What follows belongs to an exercise in optimizing a design on an open flow for small area, a short achievable clock period and few clock cycles per item; a production flow would make more cautious choices. Where RTL was checked, it was by simulation tests only, not by an equivalence proof against the original. For run 1, only the layout was checked, not whether the RTL still works. Power and IR drop assume default switching activity.

==> flow/design.v (outline; a module is shown in full before it is edited, if it fits) <==
// module pu_fa: 7 lines
// module pu_ha: 7 lines
// module pu_hbm_win: 15 lines
// module pu_hbm_clip: 8 lines
// module pu_hbm_top: 943 lines
module pu_hbm_top #(
    parameter PE_COL_NUM = 2
)(
    input                            clk            ,
    input                            rstn           ,
    input                            hbm_vld_i      ,
    output                           hbm_rdy_o      ,
    input   [5:0]                    pu_hbm_shift_i ,
    input                            pu_prelu_en_i  ,
    input   [20 * PE_COL_NUM -1: 0]  conv_oc0_i     ,
    input   [20 * PE_COL_NUM -1: 0]  conv_oc1_i     ,
    input   [20 * PE_COL_NUM -1: 0]  conv_oc2_i     ,
    input   [20 * PE_COL_NUM -1: 0]  conv_oc3_i     ,
    input   [15:0]                   hbm_para_oc0_i ,
    input   [15:0]                   hbm_para_oc1_i ,
    input   [15:0]                   hbm_para_oc2_i ,
    input   [15:0]                   hbm_para_oc3_i ,
    output                           hbm_vld_o      ,
    input                            hbm_rdy_i      ,
    output  [8 * PE_COL_NUM -1: 0]   hbm_oc0_o      ,
    output  [8 * PE_COL_NUM -1: 0]   hbm_oc1_o      ,
    output  [8 * PE_COL_NUM -1: 0]   hbm_oc2_o      ,
    output  [8 * PE_COL_NUM -1: 0]   hbm_oc3_o
);
  // ...
==> flow/flow/run.sh <==
#!/bin/bash
# Standard layout, with timing repair aiming past the clock period: repair_timing
# is asked for SETUP_SLACK_MARGIN ns of extra setup slack.
set -euo pipefail
bash standard.sh SETUP_SLACK_MARGIN=10.6 finish > standard_flow.log 2>&1
==> flow/standard.sh <==
#!/bin/bash
# synth_recipe.tcl (not shown) runs the flow's synth.tcl, then flattens the netlist and writes it again
# the make line also repeats each setting of config.mk as NAME=value (left out here)
make -C /OpenROAD-flow-scripts/flow DESIGN_CONFIG=/design/flow/config.mk WORK_HOME=/design/flow/orfs CLKGATE_MAP_FILE= SYNTH_SCRIPT=/design/flow/synth_recipe.tcl "${@:-finish}"
==> flow/config.mk <==
export PLATFORM = sky130hd
export DESIGN_NAME = pu_hbm_top
export DESIGN_NICKNAME = pu_hbm_top
export VERILOG_FILES = /design/flow/design.v
export SDC_FILE = /design/flow/constraint.sdc
export NUM_CORES = 4
export LEC_CHECK = 0
export CAP_MARGIN = 20
export CORE_MARGIN = 2
export CORE_UTILIZATION = 55
export CTS_CLUSTER_DIAMETER = 80
export CTS_CLUSTER_SIZE = 25
export PLACE_DENSITY = 0.65
export SLEW_MARGIN = 20
export SYNTH_HIERARCHICAL = 1
export SYNTH_MINIMUM_KEEP_SIZE = 0
==> flow/constraint.sdc <==
create_clock -name core_clock -period 15.0 [get_ports {clk}]
set_input_delay 3.0000 -clock core_clock [delete_from_list [all_inputs] [get_ports {clk}]]
set_output_delay 3.0000 -clock core_clock [all_outputs]
set_load 0.01 [all_outputs]
==> impl_metrics.toml, run 1 <==
[finish]
clkbuf_count = 101
multi_input_area_share_pct = 68.8
reg.largest.list = "LANE.ra_r: 288 flops, LANE.rb_r: 281 flops, q_r: 256 flops"
seq_share_pct = 21.4

[clock_tree]
cts_root_buffer = "clkbuf_16"
clk_latency_ns = 0.80
clk_pin_slew_ns = 0.09

[timing]
fin_crit_ns = 4.42
fmax_mhz = 226
finalSetupViolCount = 0
period_share_pct = 29.5

[synth]
synth_area_leader_cell = "fa_1"
async_flop_share_pct = 1.17
ys_seq_elements = 1201
avgSynthCellArea_um2 = 10.1
synth-xor-area-share_pct = 12.0
yosysSeqAreaShare_pct = 22.9
synth_ff_type = "dfxtp_1"
synth_area_um2 = 117000

[global_route]
grt_max_degree = 133
grt_pass1_wl_um = 623000
grt.busiest_layer = "met2"

[worst_hold_path]
hold_class = "register to register"

[worst_setup_path]
startpoint = "rdy_r"

[die]
taps = 2805

[status]
status = "finished clean"

[placed_design]
pre_cts_slack_ns = 8.97

[drt]
drt_pass1_iterations = 11

[power_and_ir_drop]
top_power_group = "combinational cells"
==> module pu_hbm_top, before the edit <==
module pu_hbm_top #(
    parameter PE_COL_NUM = 2
)(
    input                            clk            ,
    input                            rstn           ,
    input                            hbm_vld_i      ,
    output                           hbm_rdy_o      ,
    input   [5:0]                    pu_hbm_shift_i ,
    input                            pu_prelu_en_i  ,
    input   [20 * PE_COL_NUM -1: 0]  conv_oc0_i     ,
    input   [20 * PE_COL_NUM -1: 0]  conv_oc1_i     ,
    input   [20 * PE_COL_NUM -1: 0]  conv_oc2_i     ,
    input   [20 * PE_COL_NUM -1: 0]  conv_oc3_i     ,
    input   [15:0]                   hbm_para_oc0_i ,
    input   [15:0]                   hbm_para_oc1_i ,
    input   [15:0]                   hbm_para_oc2_i ,
    input   [15:0]                   hbm_para_oc3_i ,
    output                           hbm_vld_o      ,
    input                            hbm_rdy_i      ,
    output  [8 * PE_COL_NUM -1: 0]   hbm_oc0_o      ,
    output  [8 * PE_COL_NUM -1: 0]   hbm_oc1_o      ,
    output  [8 * PE_COL_NUM -1: 0]   hbm_oc2_o      ,
    output  [8 * PE_COL_NUM -1: 0]   hbm_oc3_o
);
    localparam NL = 4 * PE_COL_NUM;
    localparam QW = 8 * NL;
    reg        vld_a_r, vld_m_r, rdy_r;
    reg  [2:0] cnt_r;
    wire       acc   = hbm_vld_i & rdy_r;
    wire       vin   = vld_m_r;                  
    reg        vld_b_r;                          
    wire       pop   = vld_b_r & hbm_rdy_i;
    wire [2:0] cnt_n = cnt_r + {2'b0, acc} - {2'b0, pop};
    assign hbm_rdy_o = rdy_r;
    assign hbm_vld_o = vld_b_r;
    always @(posedge clk or negedge rstn) begin
        if (~rstn) begin
            vld_a_r <= 1'b0;
            vld_m_r <= 1'b0;
            cnt_r   <= 3'd0;
            rdy_r   <= 1'b1;
        end else begin
            vld_a_r <= acc;
            vld_m_r <= vld_a_r;
            cnt_r   <= cnt_n;
            rdy_r   <= ~cnt_n[2];
        end
    end
    reg [5:0]  shift_r;
    reg [35:0] crow_r;
    reg [7:0]  one_r [0:3];
    reg [7:0]  two_r [0:3];
    reg [7:0]  neg_r [0:3];
    reg [3:0]  p15_r;
    reg [35:0] crow;
    always @(*) begin
        case (pu_hbm_shift_i)
            6'd1: crow = 36'h2aab00001;
            6'd2: crow = 36'h2aab00002;
            6'd3: crow = 36'h2aab00004;
            6'd4: crow = 36'h2aab00008;
            6'd5: crow = 36'h2aab00010;
            6'd6: crow = 36'h2aab00020;
            6'd7: crow = 36'h2aab00040;
            6'd8: crow = 36'h2aab00080;
            6'd9: crow = 36'h2aab00100;
            6'd10: crow = 36'h2aab00200;
            6'd11: crow = 36'h2aab00400;
            6'd12: crow = 36'h2aab00800;
            6'd13: crow = 36'h2aab01000;
            6'd14: crow = 36'h2aab02000;
            6'd15: crow = 36'h2aab04000;
            6'd16: crow = 36'h2aab08000;
            6'd17: crow = 36'h2aab10000;
            6'd18: crow = 36'h2aab20000;
            6'd19: crow = 36'h2aab40000;
            6'd20: crow = 36'h2aab80000;
            6'd21: crow = 36'h2aac00000;
            6'd22: crow = 36'h2aad00000;
            6'd23: crow = 36'h2aaf00000;
            6'd24: crow = 36'h2ab300000;
            6'd25: crow = 36'h2abb00000;
            6'd26: crow = 36'h2acb00000;
            6'd27: crow = 36'h2aeb00000;
            6'd28: crow = 36'h2b2b00000;
            6'd29: crow = 36'h2bab00000;
            6'd30: crow = 36'h2cab00000;
            6'd31: crow = 36'h2eab00000;
            6'd32: crow = 36'h22ab00000;
            default: crow = 36'h2aab00000;
        endcase
    end
    wire [34:0] ovm;
    genvar b;
    generate
        for (b = 0; b < 35; b = b + 1) begin : OVM
            assign ovm[b] = ({1'b0, shift_r} + 7'd8) <= b;
        end
    endgenerate
    always @(posedge clk) begin
        shift_r <= pu_hbm_shift_i;
        crow_r  <= crow;
    end
    wire [63:0] para = {hbm_para_oc3_i, hbm_para_oc2_i, hbm_para_oc1_i, hbm_para_oc0_i};
    genvar c, d;
    generate
        for (c = 0; c < 4; c = c + 1) begin : ENC
            wire [16:0] pe = {para[16*c +: 16], 1'b0};
            wire [7:0]  one, two, neg;
            for (d = 0; d < 8; d = d + 1) begin : DIG
                wire b0 = pe[2*d];
                wire b1 = pe[2*d+1];
                wire b2 = pe[2*d+2];
                assign one[d] = b1 ^ b0;
                assign two[d] = (b2 & ~b1 & ~b0) | (~b2 & b1 & b0);
                assign neg[d] = b2 & ~(b1 & b0);
            end
            always @(posedge clk) begin
                one_r[c] <= one;
                two_r[c] <= two;
                neg_r[c] <= neg;
                p15_r[c] <= pe[16];
            end
        end
    endgenerate
    wire [20*NL-1:0] conv = {conv_oc3_i, conv_oc2_i, conv_oc1_i, conv_oc0_i};
    reg  [20*NL-1:0] x_r;
    integer j;
    always @(posedge clk) begin
        for (j = 0; j < NL; j = j + 1)
            x_r[20*j +: 20] <= (pu_prelu_en_i & conv[20*j+19]) ? 20'd0 : conv[20*j +: 20];
    end
    wire [QW-1:0] res;
    genvar i;
    generate
        for (i = 0; i < NL; i = i + 1) begin : LANE
            wire [35:0] ra, rb;
            reg  [35:0] ra_r, rb_r;
            wire [7:0]  w;
            wire        ovf, ng;
            wire [19:0] x_i   = x_r[20*i +: 20];
            wire [7:0]  one_i = one_r[i/PE_COL_NUM];
            wire [7:0]  two_i = two_r[i/PE_COL_NUM];
            wire [7:0]  neg_i = neg_r[i/PE_COL_NUM];
            wire        p15_i = p15_r[i/PE_COL_NUM];
            wire [35:0] c_i   = crow_r;
            wire pp0_0;
            wire pp0_1;
            wire pp0_2;
            wire pp0_3;
            wire pp0_4;
            wire pp0_5;
            wire pp0_6;
            wire pp0_7;
            wire pp0_8;
            wire pp0_9;
            wire pp0_10;
            wire pp0_11;
            wire pp0_12;
            wire pp0_13;
            wire pp0_14;
            wire pp0_15;
            wire pp0_16;
            wire pp0_17;
            wire pp0_18;
            wire pp0_19;
            wire pp0_20;
            wire pp1_0;
            wire pp1_1;
            wire pp1_2;
            wire pp1_3;
            wire pp1_4;
            wire pp1_5;
            wire pp1_6;
            wire pp1_7;
            wire pp1_8;
            wire pp1_9;
            wire pp1_10;
            wire pp1_11;
            wire pp1_12;
            wire pp1_13;
            wire pp1_14;
            wire pp1_15;
            wire pp1_16;
            wire pp1_17;
            wire pp1_18;
            wire pp1_19;
            wire pp1_20;
            wire pp2_0;
            wire pp2_1;
            wire pp2_2;
            wire pp2_3;
            wire pp2_4;
            wire pp2_5;
            wire pp2_6;
            wire pp2_7;
            wire pp2_8;
            wire pp2_9;
            wire pp2_10;
            wire pp2_11;
            wire pp2_12;
            wire pp2_13;
            wire pp2_14;
            wire pp2_15;
            wire pp2_16;
            wire pp2_17;
            wire pp2_18;
            wire pp2_19;
            wire pp2_20;
            wire pp3_0;
            wire pp3_1;
            wire pp3_2;
            wire pp3_3;
            wire pp3_4;
            wire pp3_5;
            wire pp3_6;
            wire pp3_7;
            wire pp3_8;
            wire pp3_9;
            wire pp3_10;
            wire pp3_11;
            wire pp3_12;
            wire pp3_13;
            wire pp3_14;
            wire pp3_15;
            wire pp3_16;
            wire pp3_17;
            wire pp3_18;
            wire pp3_19;
            wire pp3_20;
            wire pp4_0;
            wire pp4_1;
            wire pp4_2;
            wire pp4_3;
            wire pp4_4;
            wire pp4_5;
            wire pp4_6;
            wire pp4_7;
            wire pp4_8;
            wire pp4_9;
            wire pp4_10;
            wire pp4_11;
            wire pp4_12;
            wire pp4_13;
            wire pp4_14;
            wire pp4_15;
            wire pp4_16;
            wire pp4_17;
            wire pp4_18;
            wire pp4_19;
            wire pp4_20;
            wire pp5_0;
            wire pp5_1;
            wire pp5_2;
            wire pp5_3;
            wire pp5_4;
            wire pp5_5;
            wire pp5_6;
            wire pp5_7;
            wire pp5_8;
            wire pp5_9;
            wire pp5_10;
            wire pp5_11;
            wire pp5_12;
            wire pp5_13;
            wire pp5_14;
            wire pp5_15;
            wire pp5_16;
            wire pp5_17;
            wire pp5_18;
            wire pp5_19;
            wire pp5_20;
            wire pp6_0;
            wire pp6_1;
            wire pp6_2;
            wire pp6_3;
            wire pp6_4;
            wire pp6_5;
            wire pp6_6;
            wire pp6_7;
            wire pp6_8;
            wire pp6_9;
            wire pp6_10;
            wire pp6_11;
            wire pp6_12;
            wire pp6_13;
            wire pp6_14;
            wire pp6_15;
            wire pp6_16;
            wire pp6_17;
            wire pp6_18;
            wire pp6_19;
            wire pp6_20;
            wire pp7_0;
            wire pp7_1;
            wire pp7_2;
            wire pp7_3;
            wire pp7_4;
            wire pp7_5;
            wire pp7_6;
            wire pp7_7;
            wire pp7_8;
            wire pp7_9;
            wire pp7_10;
            wire pp7_11;
            wire pp7_12;
            wire pp7_13;
            wire pp7_14;
            wire pp7_15;
            wire pp7_16;
            wire pp7_17;
            wire pp7_18;
            wire pp7_19;
            wire pp7_20;
            wire pp8_0;
            wire pp8_1;
            wire pp8_2;
            wire pp8_3;
            wire pp8_4;
            wire pp8_5;
            wire pp8_6;
            wire pp8_7;
            wire pp8_8;
            wire pp8_9;
            wire pp8_10;
            wire pp8_11;
            wire pp8_12;
            wire pp8_13;
            wire pp8_14;
            wire pp8_15;
            wire pp8_16;
            wire pp8_17;
            wire pp8_18;
            wire pp8_19;
            wire hs0, hc0;
            wire hs1, hc1;
            wire fs2, fc2;
            wire fs3, fc3;
            wire fs4, fc4;
            wire fs5, fc5;
            wire fs6, fc6;
            wire hs7, hc7;
            wire hs8, hc8;
            wire hs9, hc9;
            wire hs10, hc10;
            wire fs11, fc11;
            wire hs12, hc12;
            wire fs13, fc13;
            wire hs14, hc14;
            wire fs15, fc15;
            wire fs16, fc16;
            wire hs17, hc17;
            wire fs18, fc18;
            wire fs19, fc19;
            wire hs20, hc20;
            wire fs21, fc21;
            wire fs22, fc22;
            wire fs23, fc23;
            wire fs24, fc24;
            wire fs25, fc25;
            wire fs26, fc26;
            wire fs27, fc27;
            wire fs28, fc28;
            wire fs29, fc29;
            wire fs30, fc30;
            wire fs31, fc31;
            wire fs32, fc32;
            wire fs33, fc33;
            wire fs34, fc34;
            wire fs35, fc35;
            wire fs36, fc36;
            wire fs37, fc37;
            wire fs38, fc38;
            wire fs39, fc39;
            wire fs40, fc40;
            wire fs41, fc41;
            wire fs42, fc42;
            wire fs43, fc43;
            wire fs44, fc44;
            wire fs45, fc45;
            wire fs46, fc46;
            wire fs47, fc47;
            wire fs48, fc48;
            wire fs49, fc49;
            wire fs50, fc50;
            wire fs51, fc51;
            wire fs52, fc52;
            wire hs53, hc53;
            wire fs54, fc54;
            wire fs55, fc55;
            wire fs56, fc56;
            wire hs57, hc57;
            wire fs58, fc58;
            wire hs59, hc59;
            wire hs60, hc60;
            wire hs61, hc61;
            wire fs62, fc62;
            wire hs63, hc63;
            wire fs64, fc64;
            wire hs65, hc65;
            wire fs66, fc66;
            wire fs67, fc67;
            wire fs68, fc68;
            wire fs69, fc69;
            wire fs70, fc70;
            wire fs71, fc71;
            wire fs72, fc72;
            wire fs73, fc73;
            wire fs74, fc74;
            wire fs75, fc75;
            wire fs76, fc76;
            wire fs77, fc77;
            wire fs78, fc78;
            wire fs79, fc79;
            wire fs80, fc80;
            wire fs81, fc81;
            wire fs82, fc82;
            wire fs83, fc83;
            wire fs84, fc84;
            wire fs85, fc85;
            wire fs86, fc86;
            wire fs87, fc87;
            wire fs88, fc88;
            wire fs89, fc89;
            wire fs90, fc90;
            wire fs91, fc91;
            wire fs92, fc92;
            wire fs93, fc93;
            wire fs94, fc94;
            wire fs95, fc95;
            wire fs96, fc96;
            wire fs97, fc97;
            wire fs98, fc98;
            wire fs99, fc99;
            wire fs100, fc100;
            wire fs101, fc101;
            wire fs102, fc102;
            wire fs103, fc103;
            wire fs104, fc104;
            wire fs105, fc105;
            wire fs106, fc106;
            wire fs107, fc107;
            wire fs108, fc108;
            wire fs109, fc109;
            wire fs110, fc110;
            wire hs111, hc111;
            wire fs112, fc112;
            wire hs113, hc113;
            wire hs114, hc114;
            wire hs115, hc115;
            wire fs116, fc116;
            wire fs117, fc117;
            wire fs118, fc118;
            wire fs119, fc119;
            wire fs120, fc120;
            wire fs121, fc121;
            wire fs122, fc122;
            wire fs123, fc123;
            wire fs124, fc124;
            wire fs125, fc125;
            wire fs126, fc126;
            wire fs127, fc127;
            wire fs128, fc128;
            wire fs129, fc129;
            wire fs130, fc130;
            wire fs131, fc131;
            wire fs132, fc132;
            wire fs133, fc133;
            wire fs134, fc134;
            wire fs135, fc135;
            wire fs136, fc136;
            wire fs137, fc137;
            wire fs138, fc138;
            wire fs139, fc139;
            wire fs140, fc140;
            wire fs141, fc141;
            wire fs142, fc142;
            wire fs143, fc143;
            wire fs144, fc144;
            wire fs145, fc145;
            wire hs146, hc146;
            wire hs147, hc147;
            wire hs148, hc148;
            wire fs149, fc149;
            wire fs150, fc150;
            wire fs151, fc151;
            wire fs152, fc152;
            wire fs153, fc153;
            wire fs154, fc154;
            wire fs155, fc155;
            wire fs156, fc156;
            wire fs157, fc157;
            wire fs158, fc158;
            wire fs159, fc159;
            wire fs160, fc160;
            wire fs161, fc161;
            wire fs162, fc162;
            wire fs163, fc163;
            wire fs164, fc164;
            wire fs165, fc165;
            wire fs166, fc166;
            wire fs167, fc167;
            wire fs168, fc168;
            wire fs169, fc169;
            wire fs170, fc170;
            wire fs171, fc171;
            wire fs172, fc172;
            wire fs173, fc173;
            wire fs174, fc174;
            wire fs175, fc175;
            wire fs176, fc176;
            wire fs177, fc177;
            wire fs178, fc178;
            wire fs179, fc179;
            wire fs180, fc180;
            wire fs181, fc181;
            wire fs182, fc182;
            assign pp0_0 = (one_i[0] & x_i[0]) ^ neg_i[0];
            assign pp0_1 = ((one_i[0] & x_i[1]) | (two_i[0] & x_i[0])) ^ neg_i[0];
            assign pp0_2 = ((one_i[0] & x_i[2]) | (two_i[0] & x_i[1])) ^ neg_i[0];
            assign pp0_3 = ((one_i[0] & x_i[3]) | (two_i[0] & x_i[2])) ^ neg_i[0];
            assign pp0_4 = ((one_i[0] & x_i[4]) | (two_i[0] & x_i[3])) ^ neg_i[0];
            assign pp0_5 = ((one_i[0] & x_i[5]) | (two_i[0] & x_i[4])) ^ neg_i[0];
            assign pp0_6 = ((one_i[0] & x_i[6]) | (two_i[0] & x_i[5])) ^ neg_i[0];
            assign pp0_7 = ((one_i[0] & x_i[7]) | (two_i[0] & x_i[6])) ^ neg_i[0];
            assign pp0_8 = ((one_i[0] & x_i[8]) | (two_i[0] & x_i[7])) ^ neg_i[0];
            assign pp0_9 = ((one_i[0] & x_i[9]) | (two_i[0] & x_i[8])) ^ neg_i[0];
            assign pp0_10 = ((one_i[0] & x_i[10]) | (two_i[0] & x_i[9])) ^ neg_i[0];
            assign pp0_11 = ((one_i[0] & x_i[11]) | (two_i[0] & x_i[10])) ^ neg_i[0];
            assign pp0_12 = ((one_i[0] & x_i[12]) | (two_i[0] & x_i[11])) ^ neg_i[0];
            assign pp0_13 = ((one_i[0] & x_i[13]) | (two_i[0] & x_i[12])) ^ neg_i[0];
            assign pp0_14 = ((one_i[0] & x_i[14]) | (two_i[0] & x_i[13])) ^ neg_i[0];
            assign pp0_15 = ((one_i[0] & x_i[15]) | (two_i[0] & x_i[14])) ^ neg_i[0];
            assign pp0_16 = ((one_i[0] & x_i[16]) | (two_i[0] & x_i[15])) ^ neg_i[0];
            assign pp0_17 = ((one_i[0] & x_i[17]) | (two_i[0] & x_i[16])) ^ neg_i[0];
            assign pp0_18 = ((one_i[0] & x_i[18]) | (two_i[0] & x_i[17])) ^ neg_i[0];
            assign pp0_19 = ((one_i[0] & x_i[19]) | (two_i[0] & x_i[18])) ^ neg_i[0];
            assign pp0_20 = ~((((one_i[0] | two_i[0]) & x_i[19])) ^ neg_i[0]);
            assign pp1_0 = (one_i[1] & x_i[0]) ^ neg_i[1];
            assign pp1_1 = ((one_i[1] & x_i[1]) | (two_i[1] & x_i[0])) ^ neg_i[1];
            assign pp1_2 = ((one_i[1] & x_i[2]) | (two_i[1] & x_i[1])) ^ neg_i[1];
            assign pp1_3 = ((one_i[1] & x_i[3]) | (two_i[1] & x_i[2])) ^ neg_i[1];
            assign pp1_4 = ((one_i[1] & x_i[4]) | (two_i[1] & x_i[3])) ^ neg_i[1];
            assign pp1_5 = ((one_i[1] & x_i[5]) | (two_i[1] & x_i[4])) ^ neg_i[1];
            assign pp1_6 = ((one_i[1] & x_i[6]) | (two_i[1] & x_i[5])) ^ neg_i[1];
            assign pp1_7 = ((one_i[1] & x_i[7]) | (two_i[1] & x_i[6])) ^ neg_i[1];
            assign pp1_8 = ((one_i[1] & x_i[8]) | (two_i[1] & x_i[7])) ^ neg_i[1];
            assign pp1_9 = ((one_i[1] & x_i[9]) | (two_i[1] & x_i[8])) ^ neg_i[1];
            assign pp1_10 = ((one_i[1] & x_i[10]) | (two_i[1] & x_i[9])) ^ neg_i[1];
            assign pp1_11 = ((one_i[1] & x_i[11]) | (two_i[1] & x_i[10])) ^ neg_i[1];
            assign pp1_12 = ((one_i[1] & x_i[12]) | (two_i[1] & x_i[11])) ^ neg_i[1];
            assign pp1_13 = ((one_i[1] & x_i[13]) | (two_i[1] & x_i[12])) ^ neg_i[1];
            assign pp1_14 = ((one_i[1] & x_i[14]) | (two_i[1] & x_i[13])) ^ neg_i[1];
            assign pp1_15 = ((one_i[1] & x_i[15]) | (two_i[1] & x_i[14])) ^ neg_i[1];
            assign pp1_16 = ((one_i[1] & x_i[16]) | (two_i[1] & x_i[15])) ^ neg_i[1];
            assign pp1_17 = ((one_i[1] & x_i[17]) | (two_i[1] & x_i[16])) ^ neg_i[1];
            assign pp1_18 = ((one_i[1] & x_i[18]) | (two_i[1] & x_i[17])) ^ neg_i[1];
            assign pp1_19 = ((one_i[1] & x_i[19]) | (two_i[1] & x_i[18])) ^ neg_i[1];
            assign pp1_20 = ~((((one_i[1] | two_i[1]) & x_i[19])) ^ neg_i[1]);
            assign pp2_0 = (one_i[2] & x_i[0]) ^ neg_i[2];
            assign pp2_1 = ((one_i[2] & x_i[1]) | (two_i[2] & x_i[0])) ^ neg_i[2];
            assign pp2_2 = ((one_i[2] & x_i[2]) | (two_i[2] & x_i[1])) ^ neg_i[2];
            assign pp2_3 = ((one_i[2] & x_i[3]) | (two_i[2] & x_i[2])) ^ neg_i[2];
            assign pp2_4 = ((one_i[2] & x_i[4]) | (two_i[2] & x_i[3])) ^ neg_i[2];
            assign pp2_5 = ((one_i[2] & x_i[5]) | (two_i[2] & x_i[4])) ^ neg_i[2];
            assign pp2_6 = ((one_i[2] & x_i[6]) | (two_i[2] & x_i[5])) ^ neg_i[2];
            assign pp2_7 = ((one_i[2] & x_i[7]) | (two_i[2] & x_i[6])) ^ neg_i[2];
            assign pp2_8 = ((one_i[2] & x_i[8]) | (two_i[2] & x_i[7])) ^ neg_i[2];
            assign pp2_9 = ((one_i[2] & x_i[9]) | (two_i[2] & x_i[8])) ^ neg_i[2];
            assign pp2_10 = ((one_i[2] & x_i[10]) | (two_i[2] & x_i[9])) ^ neg_i[2];
            assign pp2_11 = ((one_i[2] & x_i[11]) | (two_i[2] & x_i[10])) ^ neg_i[2];
            assign pp2_12 = ((one_i[2] & x_i[12]) | (two_i[2] & x_i[11])) ^ neg_i[2];
            assign pp2_13 = ((one_i[2] & x_i[13]) | (two_i[2] & x_i[12])) ^ neg_i[2];
            assign pp2_14 = ((one_i[2] & x_i[14]) | (two_i[2] & x_i[13])) ^ neg_i[2];
            assign pp2_15 = ((one_i[2] & x_i[15]) | (two_i[2] & x_i[14])) ^ neg_i[2];
            assign pp2_16 = ((one_i[2] & x_i[16]) | (two_i[2] & x_i[15])) ^ neg_i[2];
            assign pp2_17 = ((one_i[2] & x_i[17]) | (two_i[2] & x_i[16])) ^ neg_i[2];
            assign pp2_18 = ((one_i[2] & x_i[18]) | (two_i[2] & x_i[17])) ^ neg_i[2];
            assign pp2_19 = ((one_i[2] & x_i[19]) | (two_i[2] & x_i[18])) ^ neg_i[2];
            assign pp2_20 = ~((((one_i[2] | two_i[2]) & x_i[19])) ^ neg_i[2]);
            assign pp3_0 = (one_i[3] & x_i[0]) ^ neg_i[3];
            assign pp3_1 = ((one_i[3] & x_i[1]) | (two_i[3] & x_i[0])) ^ neg_i[3];
            assign pp3_2 = ((one_i[3] & x_i[2]) | (two_i[3] & x_i[1])) ^ neg_i[3];
            assign pp3_3 = ((one_i[3] & x_i[3]) | (two_i[3] & x_i[2])) ^ neg_i[3];
            assign pp3_4 = ((one_i[3] & x_i[4]) | (two_i[3] & x_i[3])) ^ neg_i[3];
            assign pp3_5 = ((one_i[3] & x_i[5]) | (two_i[3] & x_i[4])) ^ neg_i[3];
            assign pp3_6 = ((one_i[3] & x_i[6]) | (two_i[3] & x_i[5])) ^ neg_i[3];
            assign pp3_7 = ((one_i[3] & x_i[7]) | (two_i[3] & x_i[6])) ^ neg_i[3];
            assign pp3_8 = ((one_i[3] & x_i[8]) | (two_i[3] & x_i[7])) ^ neg_i[3];
            assign pp3_9 = ((one_i[3] & x_i[9]) | (two_i[3] & x_i[8])) ^ neg_i[3];
            assign pp3_10 = ((one_i[3] & x_i[10]) | (two_i[3] & x_i[9])) ^ neg_i[3];
            assign pp3_11 = ((one_i[3] & x_i[11]) | (two_i[3] & x_i[10])) ^ neg_i[3];
            assign pp3_12 = ((one_i[3] & x_i[12]) | (two_i[3] & x_i[11])) ^ neg_i[3];
            assign pp3_13 = ((one_i[3] & x_i[13]) | (two_i[3] & x_i[12])) ^ neg_i[3];
            assign pp3_14 = ((one_i[3] & x_i[14]) | (two_i[3] & x_i[13])) ^ neg_i[3];
            assign pp3_15 = ((one_i[3] & x_i[15]) | (two_i[3] & x_i[14])) ^ neg_i[3];
            assign pp3_16 = ((one_i[3] & x_i[16]) | (two_i[3] & x_i[15])) ^ neg_i[3];
            assign pp3_17 = ((one_i[3] & x_i[17]) | (two_i[3] & x_i[16])) ^ neg_i[3];
            assign pp3_18 = ((one_i[3] & x_i[18]) | (two_i[3] & x_i[17])) ^ neg_i[3];
            assign pp3_19 = ((one_i[3] & x_i[19]) | (two_i[3] & x_i[18])) ^ neg_i[3];
            assign pp3_20 = ~((((one_i[3] | two_i[3]) & x_i[19])) ^ neg_i[3]);
            assign pp4_0 = (one_i[4] & x_i[0]) ^ neg_i[4];
            assign pp4_1 = ((one_i[4] & x_i[1]) | (two_i[4] & x_i[0])) ^ neg_i[4];
            assign pp4_2 = ((one_i[4] & x_i[2]) | (two_i[4] & x_i[1])) ^ neg_i[4];
            assign pp4_3 = ((one_i[4] & x_i[3]) | (two_i[4] & x_i[2])) ^ neg_i[4];
            assign pp4_4 = ((one_i[4] & x_i[4]) | (two_i[4] & x_i[3])) ^ neg_i[4];
            assign pp4_5 = ((one_i[4] & x_i[5]) | (two_i[4] & x_i[4])) ^ neg_i[4];
            assign pp4_6 = ((one_i[4] & x_i[6]) | (two_i[4] & x_i[5])) ^ neg_i[4];
            assign pp4_7 = ((one_i[4] & x_i[7]) | (two_i[4] & x_i[6])) ^ neg_i[4];
            assign pp4_8 = ((one_i[4] & x_i[8]) | (two_i[4] & x_i[7])) ^ neg_i[4];
            assign pp4_9 = ((one_i[4] & x_i[9]) | (two_i[4] & x_i[8])) ^ neg_i[4];
            assign pp4_10 = ((one_i[4] & x_i[10]) | (two_i[4] & x_i[9])) ^ neg_i[4];
            assign pp4_11 = ((one_i[4] & x_i[11]) | (two_i[4] & x_i[10])) ^ neg_i[4];
            assign pp4_12 = ((one_i[4] & x_i[12]) | (two_i[4] & x_i[11])) ^ neg_i[4];
            assign pp4_13 = ((one_i[4] & x_i[13]) | (two_i[4] & x_i[12])) ^ neg_i[4];
            assign pp4_14 = ((one_i[4] & x_i[14]) | (two_i[4] & x_i[13])) ^ neg_i[4];
            assign pp4_15 = ((one_i[4] & x_i[15]) | (two_i[4] & x_i[14])) ^ neg_i[4];
            assign pp4_16 = ((one_i[4] & x_i[16]) | (two_i[4] & x_i[15])) ^ neg_i[4];
            assign pp4_17 = ((one_i[4] & x_i[17]) | (two_i[4] & x_i[16])) ^ neg_i[4];
            assign pp4_18 = ((one_i[4] & x_i[18]) | (two_i[4] & x_i[17])) ^ neg_i[4];
            assign pp4_19 = ((one_i[4] & x_i[19]) | (two_i[4] & x_i[18])) ^ neg_i[4];
            assign pp4_20 = ~((((one_i[4] | two_i[4]) & x_i[19])) ^ neg_i[4]);
            assign pp5_0 = (one_i[5] & x_i[0]) ^ neg_i[5];
            assign pp5_1 = ((one_i[5] & x_i[1]) | (two_i[5] & x_i[0])) ^ neg_i[5];
            assign pp5_2 = ((one_i[5] & x_i[2]) | (two_i[5] & x_i[1])) ^ neg_i[5];
            assign pp5_3 = ((one_i[5] & x_i[3]) | (two_i[5] & x_i[2])) ^ neg_i[5];
            assign pp5_4 = ((one_i[5] & x_i[4]) | (two_i[5] & x_i[3])) ^ neg_i[5];
            assign pp5_5 = ((one_i[5] & x_i[5]) | (two_i[5] & x_i[4])) ^ neg_i[5];
            assign pp5_6 = ((one_i[5] & x_i[6]) | (two_i[5] & x_i[5])) ^ neg_i[5];
            assign pp5_7 = ((one_i[5] & x_i[7]) | (two_i[5] & x_i[6])) ^ neg_i[5];
            assign pp5_8 = ((one_i[5] & x_i[8]) | (two_i[5] & x_i[7])) ^ neg_i[5];
            assign pp5_9 = ((one_i[5] & x_i[9]) | (two_i[5] & x_i[8])) ^ neg_i[5];
            assign pp5_10 = ((one_i[5] & x_i[10]) | (two_i[5] & x_i[9])) ^ neg_i[5];
            assign pp5_11 = ((one_i[5] & x_i[11]) | (two_i[5] & x_i[10])) ^ neg_i[5];
            assign pp5_12 = ((one_i[5] & x_i[12]) | (two_i[5] & x_i[11])) ^ neg_i[5];
            assign pp5_13 = ((one_i[5] & x_i[13]) | (two_i[5] & x_i[12])) ^ neg_i[5];
            assign pp5_14 = ((one_i[5] & x_i[14]) | (two_i[5] & x_i[13])) ^ neg_i[5];
            assign pp5_15 = ((one_i[5] & x_i[15]) | (two_i[5] & x_i[14])) ^ neg_i[5];
            assign pp5_16 = ((one_i[5] & x_i[16]) | (two_i[5] & x_i[15])) ^ neg_i[5];
            assign pp5_17 = ((one_i[5] & x_i[17]) | (two_i[5] & x_i[16])) ^ neg_i[5];
            assign pp5_18 = ((one_i[5] & x_i[18]) | (two_i[5] & x_i[17])) ^ neg_i[5];
            assign pp5_19 = ((one_i[5] & x_i[19]) | (two_i[5] & x_i[18])) ^ neg_i[5];
            assign pp5_20 = ~((((one_i[5] | two_i[5]) & x_i[19])) ^ neg_i[5]);
            assign pp6_0 = (one_i[6] & x_i[0]) ^ neg_i[6];
            assign pp6_1 = ((one_i[6] & x_i[1]) | (two_i[6] & x_i[0])) ^ neg_i[6];
            assign pp6_2 = ((one_i[6] & x_i[2]) | (two_i[6] & x_i[1])) ^ neg_i[6];
            assign pp6_3 = ((one_i[6] & x_i[3]) | (two_i[6] & x_i[2])) ^ neg_i[6];
            assign pp6_4 = ((one_i[6] & x_i[4]) | (two_i[6] & x_i[3])) ^ neg_i[6];
            assign pp6_5 = ((one_i[6] & x_i[5]) | (two_i[6] & x_i[4])) ^ neg_i[6];
            assign pp6_6 = ((one_i[6] & x_i[6]) | (two_i[6] & x_i[5])) ^ neg_i[6];
            assign pp6_7 = ((one_i[6] & x_i[7]) | (two_i[6] & x_i[6])) ^ neg_i[6];
            assign pp6_8 = ((one_i[6] & x_i[8]) | (two_i[6] & x_i[7])) ^ neg_i[6];
            assign pp6_9 = ((one_i[6] & x_i[9]) | (two_i[6] & x_i[8])) ^ neg_i[6];
            assign pp6_10 = ((one_i[6] & x_i[10]) | (two_i[6] & x_i[9])) ^ neg_i[6];
            assign pp6_11 = ((one_i[6] & x_i[11]) | (two_i[6] & x_i[10])) ^ neg_i[6];
            assign pp6_12 = ((one_i[6] & x_i[12]) | (two_i[6] & x_i[11])) ^ neg_i[6];
            assign pp6_13 = ((one_i[6] & x_i[13]) | (two_i[6] & x_i[12])) ^ neg_i[6];
            assign pp6_14 = ((one_i[6] & x_i[14]) | (two_i[6] & x_i[13])) ^ neg_i[6];
            assign pp6_15 = ((one_i[6] & x_i[15]) | (two_i[6] & x_i[14])) ^ neg_i[6];
            assign pp6_16 = ((one_i[6] & x_i[16]) | (two_i[6] & x_i[15])) ^ neg_i[6];
            assign pp6_17 = ((one_i[6] & x_i[17]) | (two_i[6] & x_i[16])) ^ neg_i[6];
            assign pp6_18 = ((one_i[6] & x_i[18]) | (two_i[6] & x_i[17])) ^ neg_i[6];
            assign pp6_19 = ((one_i[6] & x_i[19]) | (two_i[6] & x_i[18])) ^ neg_i[6];
            assign pp6_20 = ~((((one_i[6] | two_i[6]) & x_i[19])) ^ neg_i[6]);
            assign pp7_0 = (one_i[7] & x_i[0]) ^ neg_i[7];
            assign pp7_1 = ((one_i[7] & x_i[1]) | (two_i[7] & x_i[0])) ^ neg_i[7];
            assign pp7_2 = ((one_i[7] & x_i[2]) | (two_i[7] & x_i[1])) ^ neg_i[7];
            assign pp7_3 = ((one_i[7] & x_i[3]) | (two_i[7] & x_i[2])) ^ neg_i[7];
            assign pp7_4 = ((one_i[7] & x_i[4]) | (two_i[7] & x_i[3])) ^ neg_i[7];
            assign pp7_5 = ((one_i[7] & x_i[5]) | (two_i[7] & x_i[4])) ^ neg_i[7];
            assign pp7_6 = ((one_i[7] & x_i[6]) | (two_i[7] & x_i[5])) ^ neg_i[7];
            assign pp7_7 = ((one_i[7] & x_i[7]) | (two_i[7] & x_i[6])) ^ neg_i[7];
            assign pp7_8 = ((one_i[7] & x_i[8]) | (two_i[7] & x_i[7])) ^ neg_i[7];
            assign pp7_9 = ((one_i[7] & x_i[9]) | (two_i[7] & x_i[8])) ^ neg_i[7];
            assign pp7_10 = ((one_i[7] & x_i[10]) | (two_i[7] & x_i[9])) ^ neg_i[7];
            assign pp7_11 = ((one_i[7] & x_i[11]) | (two_i[7] & x_i[10])) ^ neg_i[7];
            assign pp7_12 = ((one_i[7] & x_i[12]) | (two_i[7] & x_i[11])) ^ neg_i[7];
            assign pp7_13 = ((one_i[7] & x_i[13]) | (two_i[7] & x_i[12])) ^ neg_i[7];
            assign pp7_14 = ((one_i[7] & x_i[14]) | (two_i[7] & x_i[13])) ^ neg_i[7];
            assign pp7_15 = ((one_i[7] & x_i[15]) | (two_i[7] & x_i[14])) ^ neg_i[7];
            assign pp7_16 = ((one_i[7] & x_i[16]) | (two_i[7] & x_i[15])) ^ neg_i[7];
            assign pp7_17 = ((one_i[7] & x_i[17]) | (two_i[7] & x_i[16])) ^ neg_i[7];
            assign pp7_18 = ((one_i[7] & x_i[18]) | (two_i[7] & x_i[17])) ^ neg_i[7];
            assign pp7_19 = ((one_i[7] & x_i[19]) | (two_i[7] & x_i[18])) ^ neg_i[7];
            assign pp7_20 = ~((((one_i[7] | two_i[7]) & x_i[19])) ^ neg_i[7]);
            assign pp8_0 = p15_i & x_i[0];
            assign pp8_1 = p15_i & x_i[1];
            assign pp8_2 = p15_i & x_i[2];
            assign pp8_3 = p15_i & x_i[3];
            assign pp8_4 = p15_i & x_i[4];
            assign pp8_5 = p15_i & x_i[5];
            assign pp8_6 = p15_i & x_i[6];
            assign pp8_7 = p15_i & x_i[7];
            assign pp8_8 = p15_i & x_i[8];
            assign pp8_9 = p15_i & x_i[9];
            assign pp8_10 = p15_i & x_i[10];
            assign pp8_11 = p15_i & x_i[11];
            assign pp8_12 = p15_i & x_i[12];
            assign pp8_13 = p15_i & x_i[13];
            assign pp8_14 = p15_i & x_i[14];
            assign pp8_15 = p15_i & x_i[15];
            assign pp8_16 = p15_i & x_i[16];
            assign pp8_17 = p15_i & x_i[17];
            assign pp8_18 = p15_i & x_i[18];
            assign pp8_19 = ~(p15_i & x_i[19]);
            pu_ha u_ha0 (.a(pp0_14), .b(pp1_12), .s(hs0), .co(hc0));
            pu_ha u_ha1 (.a(pp0_15), .b(pp1_13), .s(hs1), .co(hc1));
            pu_fa u_fa2 (.a(pp0_16), .b(pp1_14), .c(pp2_12), .s(fs2), .co(fc2));
            pu_fa u_fa3 (.a(pp0_17), .b(pp1_15), .c(pp2_13), .s(fs3), .co(fc3));
            pu_fa u_fa4 (.a(pp0_18), .b(pp1_16), .c(pp2_14), .s(fs4), .co(fc4));
            pu_fa u_fa5 (.a(pp0_19), .b(pp1_17), .c(pp2_15), .s(fs5), .co(fc5));
            pu_fa u_fa6 (.a(pp0_20), .b(pp1_18), .c(pp2_16), .s(fs6), .co(fc6));
            pu_ha u_ha7 (.a(pp1_19), .b(pp2_17), .s(hs7), .co(hc7));
            pu_ha u_ha8 (.a(pp1_20), .b(pp2_18), .s(hs8), .co(hc8));
            pu_ha u_ha9 (.a(pp0_8), .b(pp1_6), .s(hs9), .co(hc9));
            pu_ha u_ha10 (.a(pp0_9), .b(pp1_7), .s(hs10), .co(hc10));
            pu_fa u_fa11 (.a(pp0_10), .b(pp1_8), .c(pp2_6), .s(fs11), .co(fc11));
            pu_ha u_ha12 (.a(pp3_4), .b(pp4_2), .s(hs12), .co(hc12));
            pu_fa u_fa13 (.a(pp0_11), .b(pp1_9), .c(pp2_7), .s(fs13), .co(fc13));
            pu_ha u_ha14 (.a(pp3_5), .b(pp4_3), .s(hs14), .co(hc14));
            pu_fa u_fa15 (.a(pp0_12), .b(pp1_10), .c(pp2_8), .s(fs15), .co(fc15));
            pu_fa u_fa16 (.a(pp3_6), .b(pp4_4), .c(pp5_2), .s(fs16), .co(fc16));
            pu_ha u_ha17 (.a(pp6_0), .b(neg_i[6]), .s(hs17), .co(hc17));
            pu_fa u_fa18 (.a(pp0_13), .b(pp1_11), .c(pp2_9), .s(fs18), .co(fc18));
            pu_fa u_fa19 (.a(pp3_7), .b(pp4_5), .c(pp5_3), .s(fs19), .co(fc19));
            pu_ha u_ha20 (.a(pp6_1), .b(c_i[13]), .s(hs20), .co(hc20));
            pu_fa u_fa21 (.a(hs0), .b(pp2_10), .c(pp3_8), .s(fs21), .co(fc21));
            pu_fa u_fa22 (.a(pp4_6), .b(pp5_4), .c(pp6_2), .s(fs22), .co(fc22));
            pu_fa u_fa23 (.a(pp7_0), .b(neg_i[7]), .c(c_i[14]), .s(fs23), .co(fc23));
            pu_fa u_fa24 (.a(hc0), .b(hs1), .c(pp2_11), .s(fs24), .co(fc24));
            pu_fa u_fa25 (.a(pp3_9), .b(pp4_7), .c(pp5_5), .s(fs25), .co(fc25));
            pu_fa u_fa26 (.a(pp6_3), .b(pp7_1), .c(c_i[15]), .s(fs26), .co(fc26));
            pu_fa u_fa27 (.a(hc1), .b(fs2), .c(pp3_10), .s(fs27), .co(fc27));
            pu_fa u_fa28 (.a(pp4_8), .b(pp5_6), .c(pp6_4), .s(fs28), .co(fc28));
            pu_fa u_fa29 (.a(pp7_2), .b(pp8_0), .c(c_i[16]), .s(fs29), .co(fc29));
            pu_fa u_fa30 (.a(fc2), .b(fs3), .c(pp3_11), .s(fs30), .co(fc30));
            pu_fa u_fa31 (.a(pp4_9), .b(pp5_7), .c(pp6_5), .s(fs31), .co(fc31));
            pu_fa u_fa32 (.a(pp7_3), .b(pp8_1), .c(c_i[17]), .s(fs32), .co(fc32));
            pu_fa u_fa33 (.a(fc3), .b(fs4), .c(pp3_12), .s(fs33), .co(fc33));
            pu_fa u_fa34 (.a(pp4_10), .b(pp5_8), .c(pp6_6), .s(fs34), .co(fc34));
            pu_fa u_fa35 (.a(pp7_4), .b(pp8_2), .c(c_i[18]), .s(fs35), .co(fc35));
            pu_fa u_fa36 (.a(fc4), .b(fs5), .c(pp3_13), .s(fs36), .co(fc36));
            pu_fa u_fa37 (.a(pp4_11), .b(pp5_9), .c(pp6_7), .s(fs37), .co(fc37));
            pu_fa u_fa38 (.a(pp7_5), .b(pp8_3), .c(c_i[19]), .s(fs38), .co(fc38));
            pu_fa u_fa39 (.a(fc5), .b(fs6), .c(pp3_14), .s(fs39), .co(fc39));
            pu_fa u_fa40 (.a(pp4_12), .b(pp5_10), .c(pp6_8), .s(fs40), .co(fc40));
            pu_fa u_fa41 (.a(pp7_6), .b(pp8_4), .c(c_i[20]), .s(fs41), .co(fc41));
            pu_fa u_fa42 (.a(fc6), .b(hs7), .c(pp3_15), .s(fs42), .co(fc42));
            pu_fa u_fa43 (.a(pp4_13), .b(pp5_11), .c(pp6_9), .s(fs43), .co(fc43));
            pu_fa u_fa44 (.a(pp7_7), .b(pp8_5), .c(c_i[21]), .s(fs44), .co(fc44));
            pu_fa u_fa45 (.a(hc7), .b(hs8), .c(pp3_16), .s(fs45), .co(fc45));
            pu_fa u_fa46 (.a(pp4_14), .b(pp5_12), .c(pp6_10), .s(fs46), .co(fc46));
            pu_fa u_fa47 (.a(pp7_8), .b(pp8_6), .c(c_i[22]), .s(fs47), .co(fc47));
            pu_fa u_fa48 (.a(hc8), .b(pp2_19), .c(pp3_17), .s(fs48), .co(fc48));
            pu_fa u_fa49 (.a(pp4_15), .b(pp5_13), .c(pp6_11), .s(fs49), .co(fc49));
            pu_fa u_fa50 (.a(pp7_9), .b(pp8_7), .c(c_i[23]), .s(fs50), .co(fc50));
            pu_fa u_fa51 (.a(pp2_20), .b(pp3_18), .c(pp4_16), .s(fs51), .co(fc51));
            pu_fa u_fa52 (.a(pp5_14), .b(pp6_12), .c(pp7_10), .s(fs52), .co(fc52));
            pu_ha u_ha53 (.a(pp8_8), .b(c_i[24]), .s(hs53), .co(hc53));
            pu_fa u_fa54 (.a(pp3_19), .b(pp4_17), .c(pp5_15), .s(fs54), .co(fc54));
            pu_fa u_fa55 (.a(pp6_13), .b(pp7_11), .c(pp8_9), .s(fs55), .co(fc55));
            pu_fa u_fa56 (.a(pp3_20), .b(pp4_18), .c(pp5_16), .s(fs56), .co(fc56));
            pu_ha u_ha57 (.a(pp6_14), .b(pp7_12), .s(hs57), .co(hc57));
            pu_fa u_fa58 (.a(pp4_19), .b(pp5_17), .c(pp6_15), .s(fs58), .co(fc58));
            pu_ha u_ha59 (.a(pp4_20), .b(pp5_18), .s(hs59), .co(hc59));
            pu_ha u_ha60 (.a(pp0_4), .b(pp1_2), .s(hs60), .co(hc60));
            pu_ha u_ha61 (.a(pp0_5), .b(pp1_3), .s(hs61), .co(hc61));
            pu_fa u_fa62 (.a(pp0_6), .b(pp1_4), .c(pp2_2), .s(fs62), .co(fc62));
            pu_ha u_ha63 (.a(pp3_0), .b(neg_i[3]), .s(hs63), .co(hc63));
            pu_fa u_fa64 (.a(pp0_7), .b(pp1_5), .c(pp2_3), .s(fs64), .co(fc64));
            pu_ha u_ha65 (.a(pp3_1), .b(c_i[7]), .s(hs65), .co(hc65));
            pu_fa u_fa66 (.a(hs9), .b(pp2_4), .c(pp3_2), .s(fs66), .co(fc66));
            pu_fa u_fa67 (.a(pp4_0), .b(neg_i[4]), .c(c_i[8]), .s(fs67), .co(fc67));
            pu_fa u_fa68 (.a(hc9), .b(hs10), .c(pp2_5), .s(fs68), .co(fc68));
            pu_fa u_fa69 (.a(pp3_3), .b(pp4_1), .c(c_i[9]), .s(fs69), .co(fc69));
            pu_fa u_fa70 (.a(hc10), .b(fs11), .c(hs12), .s(fs70), .co(fc70));
            pu_fa u_fa71 (.a(pp5_0), .b(neg_i[5]), .c(c_i[10]), .s(fs71), .co(fc71));
            pu_fa u_fa72 (.a(fc11), .b(hc12), .c(fs13), .s(fs72), .co(fc72));
            pu_fa u_fa73 (.a(hs14), .b(pp5_1), .c(c_i[11]), .s(fs73), .co(fc73));
            pu_fa u_fa74 (.a(fc13), .b(hc14), .c(fs15), .s(fs74), .co(fc74));
            pu_fa u_fa75 (.a(fs16), .b(hs17), .c(c_i[12]), .s(fs75), .co(fc75));
            pu_fa u_fa76 (.a(fc15), .b(fc16), .c(hc17), .s(fs76), .co(fc76));
            pu_fa u_fa77 (.a(fs18), .b(fs19), .c(hs20), .s(fs77), .co(fc77));
            pu_fa u_fa78 (.a(fc18), .b(fc19), .c(hc20), .s(fs78), .co(fc78));
            pu_fa u_fa79 (.a(fs21), .b(fs22), .c(fs23), .s(fs79), .co(fc79));
            pu_fa u_fa80 (.a(fc21), .b(fc22), .c(fc23), .s(fs80), .co(fc80));
            pu_fa u_fa81 (.a(fs24), .b(fs25), .c(fs26), .s(fs81), .co(fc81));
            pu_fa u_fa82 (.a(fc24), .b(fc25), .c(fc26), .s(fs82), .co(fc82));
            pu_fa u_fa83 (.a(fs27), .b(fs28), .c(fs29), .s(fs83), .co(fc83));
            pu_fa u_fa84 (.a(fc27), .b(fc28), .c(fc29), .s(fs84), .co(fc84));
            pu_fa u_fa85 (.a(fs30), .b(fs31), .c(fs32), .s(fs85), .co(fc85));
            pu_fa u_fa86 (.a(fc30), .b(fc31), .c(fc32), .s(fs86), .co(fc86));
            pu_fa u_fa87 (.a(fs33), .b(fs34), .c(fs35), .s(fs87), .co(fc87));
            pu_fa u_fa88 (.a(fc33), .b(fc34), .c(fc35), .s(fs88), .co(fc88));
            pu_fa u_fa89 (.a(fs36), .b(fs37), .c(fs38), .s(fs89), .co(fc89));
            pu_fa u_fa90 (.a(fc36), .b(fc37), .c(fc38), .s(fs90), .co(fc90));
            pu_fa u_fa91 (.a(fs39), .b(fs40), .c(fs41), .s(fs91), .co(fc91));
            pu_fa u_fa92 (.a(fc39), .b(fc40), .c(fc41), .s(fs92), .co(fc92));
            pu_fa u_fa93 (.a(fs42), .b(fs43), .c(fs44), .s(fs93), .co(fc93));
            pu_fa u_fa94 (.a(fc42), .b(fc43), .c(fc44), .s(fs94), .co(fc94));
            pu_fa u_fa95 (.a(fs45), .b(fs46), .c(fs47), .s(fs95), .co(fc95));
            pu_fa u_fa96 (.a(fc45), .b(fc46), .c(fc47), .s(fs96), .co(fc96));
            pu_fa u_fa97 (.a(fs48), .b(fs49), .c(fs50), .s(fs97), .co(fc97));
            pu_fa u_fa98 (.a(fc48), .b(fc49), .c(fc50), .s(fs98), .co(fc98));
            pu_fa u_fa99 (.a(fs51), .b(fs52), .c(hs53), .s(fs99), .co(fc99));
            pu_fa u_fa100 (.a(fc51), .b(fc52), .c(hc53), .s(fs100), .co(fc100));
            pu_fa u_fa101 (.a(fs54), .b(fs55), .c(c_i[25]), .s(fs101), .co(fc101));
            pu_fa u_fa102 (.a(fc54), .b(fc55), .c(fs56), .s(fs102), .co(fc102));
            pu_fa u_fa103 (.a(hs57), .b(pp8_10), .c(c_i[26]), .s(fs103), .co(fc103));
            pu_fa u_fa104 (.a(fc56), .b(hc57), .c(fs58), .s(fs104), .co(fc104));
            pu_fa u_fa105 (.a(pp7_13), .b(pp8_11), .c(c_i[27]), .s(fs105), .co(fc105));
            pu_fa u_fa106 (.a(fc58), .b(hs59), .c(pp6_16), .s(fs106), .co(fc106));
            pu_fa u_fa107 (.a(pp7_14), .b(pp8_12), .c(c_i[28]), .s(fs107), .co(fc107));
            pu_fa u_fa108 (.a(hc59), .b(pp5_19), .c(pp6_17), .s(fs108), .co(fc108));
            pu_fa u_fa109 (.a(pp7_15), .b(pp8_13), .c(c_i[29]), .s(fs109), .co(fc109));
            pu_fa u_fa110 (.a(pp5_20), .b(pp6_18), .c(pp7_16), .s(fs110), .co(fc110));
            pu_ha u_ha111 (.a(pp8_14), .b(c_i[30]), .s(hs111), .co(hc111));
            pu_fa u_fa112 (.a(pp6_19), .b(pp7_17), .c(pp8_15), .s(fs112), .co(fc112));
            pu_ha u_ha113 (.a(pp6_20), .b(pp7_18), .s(hs113), .co(hc113));
            pu_ha u_ha114 (.a(pp0_2), .b(pp1_0), .s(hs114), .co(hc114));
            pu_ha u_ha115 (.a(pp0_3), .b(pp1_1), .s(hs115), .co(hc115));
            pu_fa u_fa116 (.a(hs60), .b(pp2_0), .c(neg_i[2]), .s(fs116), .co(fc116));
            pu_fa u_fa117 (.a(hc60), .b(hs61), .c(pp2_1), .s(fs117), .co(fc117));
            pu_fa u_fa118 (.a(hc61), .b(fs62), .c(hs63), .s(fs118), .co(fc118));
            pu_fa u_fa119 (.a(fc62), .b(hc63), .c(fs64), .s(fs119), .co(fc119));
            pu_fa u_fa120 (.a(fc64), .b(hc65), .c(fs66), .s(fs120), .co(fc120));
            pu_fa u_fa121 (.a(fc66), .b(fc67), .c(fs68), .s(fs121), .co(fc121));
            pu_fa u_fa122 (.a(fc68), .b(fc69), .c(fs70), .s(fs122), .co(fc122));
            pu_fa u_fa123 (.a(fc70), .b(fc71), .c(fs72), .s(fs123), .co(fc123));
            pu_fa u_fa124 (.a(fc72), .b(fc73), .c(fs74), .s(fs124), .co(fc124));
            pu_fa u_fa125 (.a(fc74), .b(fc75), .c(fs76), .s(fs125), .co(fc125));
            pu_fa u_fa126 (.a(fc76), .b(fc77), .c(fs78), .s(fs126), .co(fc126));
            pu_fa u_fa127 (.a(fc78), .b(fc79), .c(fs80), .s(fs127), .co(fc127));
            pu_fa u_fa128 (.a(fc80), .b(fc81), .c(fs82), .s(fs128), .co(fc128));
            pu_fa u_fa129 (.a(fc82), .b(fc83), .c(fs84), .s(fs129), .co(fc129));
            pu_fa u_fa130 (.a(fc84), .b(fc85), .c(fs86), .s(fs130), .co(fc130));
            pu_fa u_fa131 (.a(fc86), .b(fc87), .c(fs88), .s(fs131), .co(fc131));
            pu_fa u_fa132 (.a(fc88), .b(fc89), .c(fs90), .s(fs132), .co(fc132));
            pu_fa u_fa133 (.a(fc90), .b(fc91), .c(fs92), .s(fs133), .co(fc133));
            pu_fa u_fa134 (.a(fc92), .b(fc93), .c(fs94), .s(fs134), .co(fc134));
            pu_fa u_fa135 (.a(fc94), .b(fc95), .c(fs96), .s(fs135), .co(fc135));
            pu_fa u_fa136 (.a(fc96), .b(fc97), .c(fs98), .s(fs136), .co(fc136));
            pu_fa u_fa137 (.a(fc98), .b(fc99), .c(fs100), .s(fs137), .co(fc137));
            pu_fa u_fa138 (.a(fc100), .b(fc101), .c(fs102), .s(fs138), .co(fc138));
            pu_fa u_fa139 (.a(fc102), .b(fc103), .c(fs104), .s(fs139), .co(fc139));
            pu_fa u_fa140 (.a(fc104), .b(fc105), .c(fs106), .s(fs140), .co(fc140));
            pu_fa u_fa141 (.a(fc106), .b(fc107), .c(fs108), .s(fs141), .co(fc141));
            pu_fa u_fa142 (.a(fc108), .b(fc109), .c(fs110), .s(fs142), .co(fc142));
            pu_fa u_fa143 (.a(fc110), .b(hc111), .c(fs112), .s(fs143), .co(fc143));
            pu_fa u_fa144 (.a(fc112), .b(hs113), .c(pp8_16), .s(fs144), .co(fc144));
            pu_fa u_fa145 (.a(hc113), .b(pp7_19), .c(pp8_17), .s(fs145), .co(fc145));
            pu_ha u_ha146 (.a(pp7_20), .b(pp8_18), .s(hs146), .co(hc146));
            pu_ha u_ha147 (.a(pp0_0), .b(neg_i[0]), .s(hs147), .co(hc147));
            pu_ha u_ha148 (.a(pp0_1), .b(c_i[1]), .s(hs148), .co(hc148));
            pu_fa u_fa149 (.a(hs114), .b(neg_i[1]), .c(c_i[2]), .s(fs149), .co(fc149));
            pu_fa u_fa150 (.a(hc114), .b(hs115), .c(c_i[3]), .s(fs150), .co(fc150));
            pu_fa u_fa151 (.a(hc115), .b(fs116), .c(c_i[4]), .s(fs151), .co(fc151));
            pu_fa u_fa152 (.a(fc116), .b(fs117), .c(c_i[5]), .s(fs152), .co(fc152));
            pu_fa u_fa153 (.a(fc117), .b(fs118), .c(c_i[6]), .s(fs153), .co(fc153));
            pu_fa u_fa154 (.a(fc118), .b(fs119), .c(hs65), .s(fs154), .co(fc154));
            pu_fa u_fa155 (.a(fc119), .b(fs120), .c(fs67), .s(fs155), .co(fc155));
            pu_fa u_fa156 (.a(fc120), .b(fs121), .c(fs69), .s(fs156), .co(fc156));
            pu_fa u_fa157 (.a(fc121), .b(fs122), .c(fs71), .s(fs157), .co(fc157));
            pu_fa u_fa158 (.a(fc122), .b(fs123), .c(fs73), .s(fs158), .co(fc158));
            pu_fa u_fa159 (.a(fc123), .b(fs124), .c(fs75), .s(fs159), .co(fc159));
            pu_fa u_fa160 (.a(fc124), .b(fs125), .c(fs77), .s(fs160), .co(fc160));
            pu_fa u_fa161 (.a(fc125), .b(fs126), .c(fs79), .s(fs161), .co(fc161));
            pu_fa u_fa162 (.a(fc126), .b(fs127), .c(fs81), .s(fs162), .co(fc162));
            pu_fa u_fa163 (.a(fc127), .b(fs128), .c(fs83), .s(fs163), .co(fc163));
            pu_fa u_fa164 (.a(fc128), .b(fs129), .c(fs85), .s(fs164), .co(fc164));
            pu_fa u_fa165 (.a(fc129), .b(fs130), .c(fs87), .s(fs165), .co(fc165));
            pu_fa u_fa166 (.a(fc130), .b(fs131), .c(fs89), .s(fs166), .co(fc166));
            pu_fa u_fa167 (.a(fc131), .b(fs132), .c(fs91), .s(fs167), .co(fc167));
            pu_fa u_fa168 (.a(fc132), .b(fs133), .c(fs93), .s(fs168), .co(fc168));
            pu_fa u_fa169 (.a(fc133), .b(fs134), .c(fs95), .s(fs169), .co(fc169));
            pu_fa u_fa170 (.a(fc134), .b(fs135), .c(fs97), .s(fs170), .co(fc170));
            pu_fa u_fa171 (.a(fc135), .b(fs136), .c(fs99), .s(fs171), .co(fc171));
            pu_fa u_fa172 (.a(fc136), .b(fs137), .c(fs101), .s(fs172), .co(fc172));
            pu_fa u_fa173 (.a(fc137), .b(fs138), .c(fs103), .s(fs173), .co(fc173));
            pu_fa u_fa174 (.a(fc138), .b(fs139), .c(fs105), .s(fs174), .co(fc174));
            pu_fa u_fa175 (.a(fc139), .b(fs140), .c(fs107), .s(fs175), .co(fc175));
            pu_fa u_fa176 (.a(fc140), .b(fs141), .c(fs109), .s(fs176), .co(fc176));
            pu_fa u_fa177 (.a(fc141), .b(fs142), .c(hs111), .s(fs177), .co(fc177));
            pu_fa u_fa178 (.a(fc142), .b(fs143), .c(c_i[31]), .s(fs178), .co(fc178));
            pu_fa u_fa179 (.a(fc143), .b(fs144), .c(c_i[32]), .s(fs179), .co(fc179));
            pu_fa u_fa180 (.a(fc144), .b(fs145), .c(c_i[33]), .s(fs180), .co(fc180));
            pu_fa u_fa181 (.a(fc145), .b(hs146), .c(c_i[34]), .s(fs181), .co(fc181));
            pu_fa u_fa182 (.a(hc146), .b(pp8_19), .c(c_i[35]), .s(fs182), .co(fc182));
            assign ra = {fc181, fc180, fc179, fc178, fc177, fc176, fc175, fc174, fc173, fc172, fc171, fc170, fc169, fc168, fc167, fc166, fc165, fc164, fc163, fc162, fc161, fc160, fc159, fc158, fc157, fc156, fc155, fc154, fc153, fc152, fc151, fc150, fc149, hc148, hc147, hs147};
            assign rb = {fs182, fs181, fs180, fs179, fs178, fs177, fs176, fs175, fs174, fs173, fs172, fs171, fs170, fs169, fs168, fs167, fs166, fs165, fs164, fs163, fs162, fs161, fs160, fs159, fs158, fs157, fs156, fs155, fs154, fs153, fs152, fs151, fs150, fs149, hs148, c_i[0]};
            always @(posedge clk) begin
                ra_r <= ra;
                rb_r <= rb;
            end
            pu_hbm_win u_win (
                .a_i   (ra_r),
                .b_i   (rb_r),
                .s_i   (shift_r),
                .ovm_i (ovm),
                .w_o   (w),
                .ovf_o (ovf),
                .neg_o (ng)
            );
            pu_hbm_clip u_clip (
                .w_i   (w),
                .ovf_i (ovf),
                .neg_i (ng),
                .q_o   (res[8*i +: 8])
            );
        end
    endgenerate
    reg  [QW-1:0] ob_r;
    reg  [QW-1:0] q_r [0:3];
    reg  [1:0]    wp_r, rp_r;
    reg  [2:0]    qn_r;
    wire [1:0]    rp_n = rp_r + {1'b0, pop};
    wire [2:0]    ql   = qn_r - {2'b0, pop};     
    wire [2:0]    qn_n = ql + {2'b0, vin};
    always @(posedge clk or negedge rstn) begin
        if (~rstn) begin
            vld_b_r <= 1'b0;
            wp_r    <= 2'd0;
            rp_r    <= 2'd0;
            qn_r    <= 3'd0;
        end else begin
            vld_b_r <= qn_n != 3'd0;
            if (vin) wp_r <= wp_r + 2'd1;
            rp_r    <= rp_n;
            qn_r    <= qn_n;
        end
    end
    always @(posedge clk) begin
        if (vin && wp_r == 2'd0) q_r[0] <= res;
        if (vin && wp_r == 2'd1) q_r[1] <= res;
        if (vin && wp_r == 2'd2) q_r[2] <= res;
        if (vin && wp_r == 2'd3) q_r[3] <= res;
        ob_r <= (ql != 3'd0) ? q_r[rp_n] : res;
    end
    assign hbm_oc0_o = ob_r[0*8*PE_COL_NUM +: 8*PE_COL_NUM];
    assign hbm_oc1_o = ob_r[1*8*PE_COL_NUM +: 8*PE_COL_NUM];
    assign hbm_oc2_o = ob_r[2*8*PE_COL_NUM +: 8*PE_COL_NUM];
    assign hbm_oc3_o = ob_r[3*8*PE_COL_NUM +: 8*PE_COL_NUM];
endmodule
==> run 2: changes to the inputs <==
--- a/flow/design.v
+++ b/flow/design.v
@@ -76,12 +76,11 @@
             vld_m_r <= 1'b0;
             cnt_r   <= 3'd0;
-            rdy_r   <= 1'b1;
         end else begin
             vld_a_r <= acc;
             vld_m_r <= vld_a_r;
             cnt_r   <= cnt_n;
-            rdy_r   <= ~cnt_n[2];
         end
     end
+    always @(posedge clk) rdy_r <= ~cnt_n[2];
     reg [5:0]  shift_r;
     reg [35:0] crow_r;
==> flow/flow/run.sh (replaced) <==
#!/bin/bash
# Standard layout, with timing repair aiming past the clock period (repair_timing
# is asked for SETUP_SLACK_MARGIN ns of extra setup slack) and buf_2 cells as the
# port buffers.
set -euo pipefail
bash standard.sh SETUP_SLACK_MARGIN=10.4 'BUFFER_PORTS_ARGS=-buffer_cell sky130_fd_sc_hd__buf_2' finish > standard_flow.log 2>&1
==> impl_metrics.toml, run 2 <==
[placed_design]
place_congestion = 0.961
hpwl_um = 278000
portBuffers = 300
place_inst = 13715

[worst_setup_path]
r2r_setup_slack_ns = 10.52
crit_path_end = "hbm_oc2_o[14]"
crit_buf_inv = 1
critPathTopFamily = "flip-flops"
critical_path_class = "register to primary output"
startpoint = "ob_r[46]"
reg2reg_depth = 15
cp_slowest_cell = "dfxtp_1"
cp-start-kind = "register"
crit_path_end_kind = "primary output"
path_cells = "buf_2"
required_ns = 12.00

[clock_tree]
cts_root_buffer = "clkbuf_16"
htree_levels = 3
clk_path_buf_depth = 3
clk_pin_slew_ns = 0.10
cts.sinks = 1201
cts_tree = "built"
clk_latency_ns = 0.79

[synth]
synth_simple_gate_area_share_pct = 8.96
synth_area_um2 = 117000
async_flop_share_pct = 1.08
synth-xor-area-share_pct = 12.0
synth_ff_type = "dfxtp_1"
ys_seq_elements = 1201
muxShareOfSynthArea_pct = 3.59
synth_area_leader_cell = "fa_1"
avgSynthCellArea_um2 = 10.1
synthTopCellsByCount = "xnor2_1 (1,413), fa_1 (1,281), a22oi_1 (1,280)"
yosysTopAreaCellShare_pct = 22.0
ys_types = 94
synth_edf_count = 256
synth_top_family_by_area = "adder cells"
yosysSeqAreaShare_pct = 22.9

[power_and_ir_drop]
p_total_w = 0.0304
max-vdd-ir-drop_mv = 0.173
p_per_area_nw_per_um2 = 248

[die]
num_io_pins = 301
num_rows = 168
initial_core_util_pct = 55.5
die_area_um2 = 216000

[finish]
stdcell_count = 13956
multiInputGateArea_um2 = 85200
layout_common_cells = "xnor2_1 (1,408), fa_1 (1,281), a22oi_1 (1,280), dfxtp_1 (876), nand2_1 (705)"
reg.largest.list = "LANE.ra_r: 288 flops, LANE.rb_r: 281 flops, q_r: 256 flops"
nNetsFinal = 13057
layout_commonest_cell = "xnor2_1"

[timing]
rsz0062_at_grt = "no"
fin_crit_ns = 4.57
final_hold_viol_count = 0
worst-slew-pin-transition_ns = 1.36
setup_tns_ns = 0
finalSetupViolCount = 0
fmax_mhz = 219
period_share_pct = 30.4

[global_route]
grt_pass1_wl_um = 608000
grt_max_degree = 157
track_usage_pct = 36.7
grt_pass1_vias = 97462

[status]
status = "finished clean"

[drt]
drt_pass1_iterations = 10
drt_iter0_drc = 12171
wl_per_cell_um = 29.1
wirelength_um = 406000
drcViolationCount = 0
ant_nets = 0

[worst_hold_path]
hold_class = "register to register"
[run 2: cell types whose count changed after synthesis]
cell,before,now
dfstp_2,1,0
dfxtp_1,931,932
[run 2: how the worst min path moves through the flow]
stage / startpoint / cells after the start / to
global placement: LANE[0].c_i[0] / 0 / LANE[0].rb_r[0]
CTS: vld_a_r / 0 / vld_m_r
global route: vld_a_r / 0 / vld_m_r
finish: vld_a_r / 0 / vld_m_r
detailed placement: vld_a_r / 0 / vld_m_r
floorplan: LANE[0].c_i[0] / 0 / LANE[0].rb_r[0]
[run 2: timing repair]
item / CTS / global route
setup endpoints to repair: 323 / 321
pin swaps: 0 / 7
cloned: 0 / 2
setup buffers: 4 / 13
hold endpoints to repair: 0 / 0
gates resized for setup: 31 / 30
[run 2: per-module statistics from Yosys, one instance, submodules excluded]
| module | times used | flip-flops and latches | cell area (µm²) |
|---|---|---|---|
| pu_hbm_win | 8 | 0 | 3800 |
| pu_hbm_clip | 8 | 0 | 88.8 |
| pu_ha | 192 | 0 | 12.5 |
| pu_fa | 1272 | 0 | 20.0 |
| pu_hbm_top | 1 | 1201 | 57600 |
[run 2: metrics by stage]
stage / worst slack (ns) / area [µm²] / hold slack [ns] / util (%)
global placement: 8.97 / 119000 / 0.316 / 56.5
global route: 10.41 / 123000 / 0.374 / 58.3
CTS: 10.39 / 122000 / 0.361 / 58.2
finish: 10.43 / 123000 / 0.358 / 58.4
floorplan: 10.42 / 117000 / 0.310 / -
detailed placement: 8.87 / 119000 / 0.340 / 56.5
[run 2: worst reg2reg max path, cell delays in order (launching register included)]
cell and delay, ns:
dfxtp_2 0.33, buf_6 0.29, ha_2 0.35, and2_1 0.21
a21oi_4 0.07, buf_4 0.26, nor2_4 0.68, o21a_2 0.79
a22oi_1 0.25, nand4_1 0.18, nor3_1 0.08, nand4_1 0.10
a211o_1 0.37, o21ba_1 0.33, nand2_1 0.08, o21ai_1 0.09
[run 2: per-layer routing]
layer  global-route usage (%)  vias to the layer above  wire length (µm)
li1                         -                    40278                 -
met5                        0                        -               100
met4                     17.1                       12             19300
met3                     11.5                     1125             48900
met2                     55.2                     6368            178000
met1                     48.1                    47807            159000
[run 2: where the power goes]
part           internal [W]  switching [W]
clock network       0.00128        0.00147
registers           0.00482       0.000624
logic               0.00875         0.0135
total                0.0149         0.0156
[run 2: kinds of logic after synthesis]
family | after synthesis
compound gates | 3227
simple gates | 2099
fa+ha+maj | 1802
xor+xnor | 1583
buf+inv | 1283
flops | 1201
mux | 312
other cells | 2
[run 2: area by class of cell]
type,count,share of cell area (%)
clock buffer,97,1.86
tap,2805,2.86
inverter,179,0.550
sequential,1201,21.8
timing repair buffer,494,2.59
clock inverter,69,0.848
multi-input combinational,9055,69.4
antenna,56,0.114
Testbench counts of run 2, summed over its fixed seeds: cycles 4,192, items 4,096.

afterwards: timing with drivers on the ports:
In the flow no input, the clock included, has a driving cell. The finished layouts below were timed again as built, in two steps.
Step 1: set_driving_cell puts a clkbuf_16 on clk and a buf_2 on each other input, an assumption about the parent block.
Step 2 times the ports against the registers' clock, not the clock port: input delays grow and output delays shrink by t, the midpoint of the rising clock arrivals with the driver on.
Three values: ideal, step 1, step 2; two values: the first two.
| run | t (ns) | setup slack, ns |
|---|---|---|
| run 1 | 0.864 | 10.577 / 10.484 / 10.010 |
| run 2 | 0.857 | 10.434 / 10.341 / 9.738 |
After both steps setup and hold are still met in every run listed.
